This is an optimization exercise on Yosys and OpenROAD, whose aim is small area, not a production implementation. RTL that was checked went through simulation tests only; none was proved equivalent to the original. Power is estimated from default activity; no workload was simulated.

==> inputs of branch umber <==
// prt_scaler_engine
module prt_scaler_engine
#(
    parameter                               P_PPC = 4,           
    parameter                               P_BPC = 8            
)
(
    input wire                              RST_IN,
    input wire                              CLK_IN,
    input wire                              CTL_RUN_IN,
    input wire                              CTL_FS_IN,
    input wire [3:0]                        CTL_MODE_IN,
    input wire [15:0]                       CTL_HWIDTH_IN,
    input wire [15:0]                       CTL_VHEIGHT_IN,
    input wire                              LBF_RDY_IN,
    input wire                              SLW_RDY_IN,
    output wire                             SLW_LRST_OUT,
    output wire                             SLW_LNXT_OUT,
    output wire [1:0]                       SLW_STEP_OUT,
    input wire [(3*5*P_BPC)-1:0]            SLW_DAT0_IN,
    input wire [(3*5*P_BPC)-1:0]            SLW_DAT1_IN,
    output wire [(3*P_PPC*P_BPC)-1:0]       VID_DAT_OUT,
    output wire                             VID_DE_OUT
);
==> flow/config.mk <==
export PLATFORM = sky130hd
export DESIGN_NAME = prt_scaler_engine
export DESIGN_NICKNAME = prt_scaler_engine
export VERILOG_FILES = /design/flow/design.v
export SDC_FILE = /design/flow/constraint.sdc
export NUM_CORES = 8
export LEC_CHECK = 0
export CAP_MARGIN = 20
export CORE_MARGIN = 2
export CORE_UTILIZATION = 50
export GPL_TIMING_DRIVEN = 0
export PLACE_DENSITY = 0.6
export SLEW_MARGIN = 20
export SYNTH_HIERARCHICAL = 1
export SYNTH_MEMORY_MAX_BITS = 65536
==> flow/constraint.sdc <==
create_clock -name core_clock -period 5.0 [get_ports {CLK_IN}]
set_input_delay 1.0000 -clock core_clock [delete_from_list [all_inputs] [get_ports {CLK_IN}]]
set_output_delay 1.0000 -clock core_clock [all_outputs]
set_load 0.01 [all_outputs]
run.sh (not shown) runs the stock make flow with config.mk's settings and CLKGATE_MAP_FILE= SYNTH_SCRIPT=/design/flow/synth_recipe.tcl, a recipe that flattens the netlist after the stock synthesis.
==> branch nickel (differences from branch umber) <==
GPL_TIMING_DRIVEN = default   (was 0)
==> comparison table <==
item	branch nickel	branch umber
Area growth from synthesis to layout	13.39%	15.00%
HPWL after DPL	369.2 mm	407.9 mm
Run status	complete, no violations	failed layout checks
Layout check failures	-	negative setup slack
Total via count after detailed routing	82.85k	86.27k
Summed negative setup slack over all endpoints	0 ns	-2.688 ns
Worst Setup Slack post-DPL	-0.1430 ns	-2.056 ns
Fillcell total	18.14k	17.45k
Bufs and invs on worst path	0	5
Total CTS buffers	114	115
Vias in the first global route	90.09k	92.72k
Max Fanout on Critical Path	5	10
Leakage power figure	37.78 nW	38.11 nW
Register-to-register setup slack	0.04 ns	-0.23 ns
Cell with the largest stage delay on the worst path	dfxtp_1	clkbuf_1
Total global-route track usage	43.35%	46.61%
Fraction of final layout cells sized beyond drive strength 1	13.03%	16.35%
Clock Latency Late Sink	0.83 ns	0.85 ns
# nets final	13.38k	13.75k
Reg-to-reg critical path startpoint	clk_slw_dat0[29]	clk_lut_sel[8][1]
Total Wirelength	461.9 mm	501.8 mm
Slew @ Worst Pin	1.279 ns	1.287 ns
Data required time at the worst endpoint	5.64 ns	5.63 ns
Peak ir drop on the vdd network	589.0 uV	602.1 uV
Clock-pin slew of the registers on the worst-case setup and hold paths	0.07 ns	0.06 ns
Startpoint of the worst setup timing path	clk_slw_dat0[29]	clk_lut_sel[8][1]
Flop pwr share	28.5%	25.8%
Met3 routed wirelength	62.61 mm	63.89 mm

---

==> inputs of run a <==
prt_scaler_engine, a different RTL version from the one above (not shown whole).
// prt_scaler_engine
module prt_scaler_engine
#(
    parameter                               P_PPC = 4,           
    parameter                               P_BPC = 8            
)
(
    input wire                              RST_IN,
    input wire                              CLK_IN,
    input wire                              CTL_RUN_IN,
    input wire                              CTL_FS_IN,
    input wire [3:0]                        CTL_MODE_IN,
    input wire [15:0]                       CTL_HWIDTH_IN,
    input wire [15:0]                       CTL_VHEIGHT_IN,
    input wire                              LBF_RDY_IN,
    input wire                              SLW_RDY_IN,
    output wire                             SLW_LRST_OUT,
    output wire                             SLW_LNXT_OUT,
    output wire [1:0]                       SLW_STEP_OUT,
    input wire [(3*5*P_BPC)-1:0]            SLW_DAT0_IN,
    input wire [(3*5*P_BPC)-1:0]            SLW_DAT1_IN,
    output wire [(3*P_PPC*P_BPC)-1:0]       VID_DAT_OUT,
    output wire                             VID_DE_OUT
);
==> flow/config.mk <==
export PLATFORM = sky130hd
export DESIGN_NAME = prt_scaler_engine
export DESIGN_NICKNAME = prt_scaler_engine
export VERILOG_FILES = /design/flow/design.v
export SDC_FILE = /design/flow/constraint.sdc
export NUM_CORES = 8
export LEC_CHECK = 0
export CAP_MARGIN = 20
export CORE_MARGIN = 2
export CORE_UTILIZATION = 50
export CTS_BUF_LIST = sky130_fd_sc_hd__clkbuf_4 sky130_fd_sc_hd__clkbuf_8
export PLACE_DENSITY = 0.6
export SLEW_MARGIN = 20
export SYNTH_HIERARCHICAL = 1
export SYNTH_MEMORY_MAX_BITS = 65536
==> flow/constraint.sdc <==
create_clock -name core_clock -period 5.0 [get_ports {CLK_IN}]
set_input_delay 1.0000 -clock core_clock [delete_from_list [all_inputs] [get_ports {CLK_IN}]]
set_output_delay 1.0000 -clock core_clock [all_outputs]
set_load 0.01 [all_outputs]
==> inputs of run b, as changes to run a <==
--- a/flow/config.mk
+++ b/flow/config.mk
@@ -9,5 +9,4 @@
 export CORE_MARGIN = 2
 export CORE_UTILIZATION = 50
-export CTS_BUF_LIST = sky130_fd_sc_hd__clkbuf_4 sky130_fd_sc_hd__clkbuf_8
 export PLACE_DENSITY = 0.6
 export SLEW_MARGIN = 20
==> run summary <==
metric	run b	run a
Met3 Resource Use GR	14.5%	15.0%
Min setup slack post-route	0.136 ns	0.165 ns
Reg-to-Reg End	clk_k21_cs[3]$_DFF_P_	clk_k01_cs[3]$_DFF_P_
Synth-to-Final Area Change	13.4%	13.8%
Wire length of the first global-routing pass	643,000 um	644,000 um
Net Sw Power	0.0177 W	0.0178 W
Total detailed-routing wirelength	450,000 um	450,000 um
Fraction of layout cells with a size suffix above 1	12.4%	13.6%
Crit path time final	4.86 ns	4.83 ns
Library cell used as clock root buffer	sky130_fd_sc_hd__clkbuf_16	sky130_fd_sc_hd__clkbuf_8
Number of vias per cell after detailed routing	6.19	6.15
Met1 Track Usage GR	54.4%	54.3%
Global routing usage on met2	60.6%	60.9%
Startpoint of the worst register-to-register path	clk_pm10_2[2]$_DFF_P_	clk_coef[51]$_DFF_P_
Number of cells on the worst reg-to-reg path	11	13
Min-Delay Path Class	register to register	primary input to async pin
CP Max Fanout	8	24
Flip-flop and latch share of the layout cell area	18.7%	18.6%
Run status	finished with violations	timing/DRC/antenna clean
Reasons for failing layout checks	capacitance limit, slew limit	-
Pin slew with the least headroom to its limit	2.11 ns	1.34 ns
No functional check of the RTL was part of any run of this note.

re-timing with driven ports:
In the flow no input, the clock included, has a driving cell. The finished layouts below were timed again as built, in two steps.
Step 1 (the two cells are an assumption about what drives the block):
set clk [get_ports {CLK_IN}]
set_driving_cell -lib_cell sky130_fd_sc_hd__clkbuf_16 $clk
set_driving_cell -lib_cell sky130_fd_sc_hd__buf_2 [delete_from_list [all_inputs] $clk]
Step 2 moves the port delays by t, midway between the first and last clock arrival at a register: inputs arrive t later, outputs are due t later. That takes back most of the time a late clock gives input paths.
a / b / c = no drivers / after step 1 / after step 2; a / b = the first two.
run | t (ns) | setup WS [ns] | hold slack, ns | worst setup path after step 2 | clock arrival spread, ns
branch umber | 0.919 | -0.231 / -0.231 / -0.231 | 0.282 / 0.230 / 0.282 | register to register | 0.064 / 0.064
branch nickel | 0.895 | 0.040 / 0.040 / 0.040 | 0.304 / 0.255 / 0.304 | register to register | 0.079 / 0.079
run a | 1.075 | 0.165 / 0.165 / 0.165 | 0.155 / 0.097 / 0.283 | register to register | 0.095 / 0.095
run b | 0.898 | 0.136 / 0.136 / 0.136 | 0.320 / 0.283 / 0.320 | register to register | 0.060 / 0.060
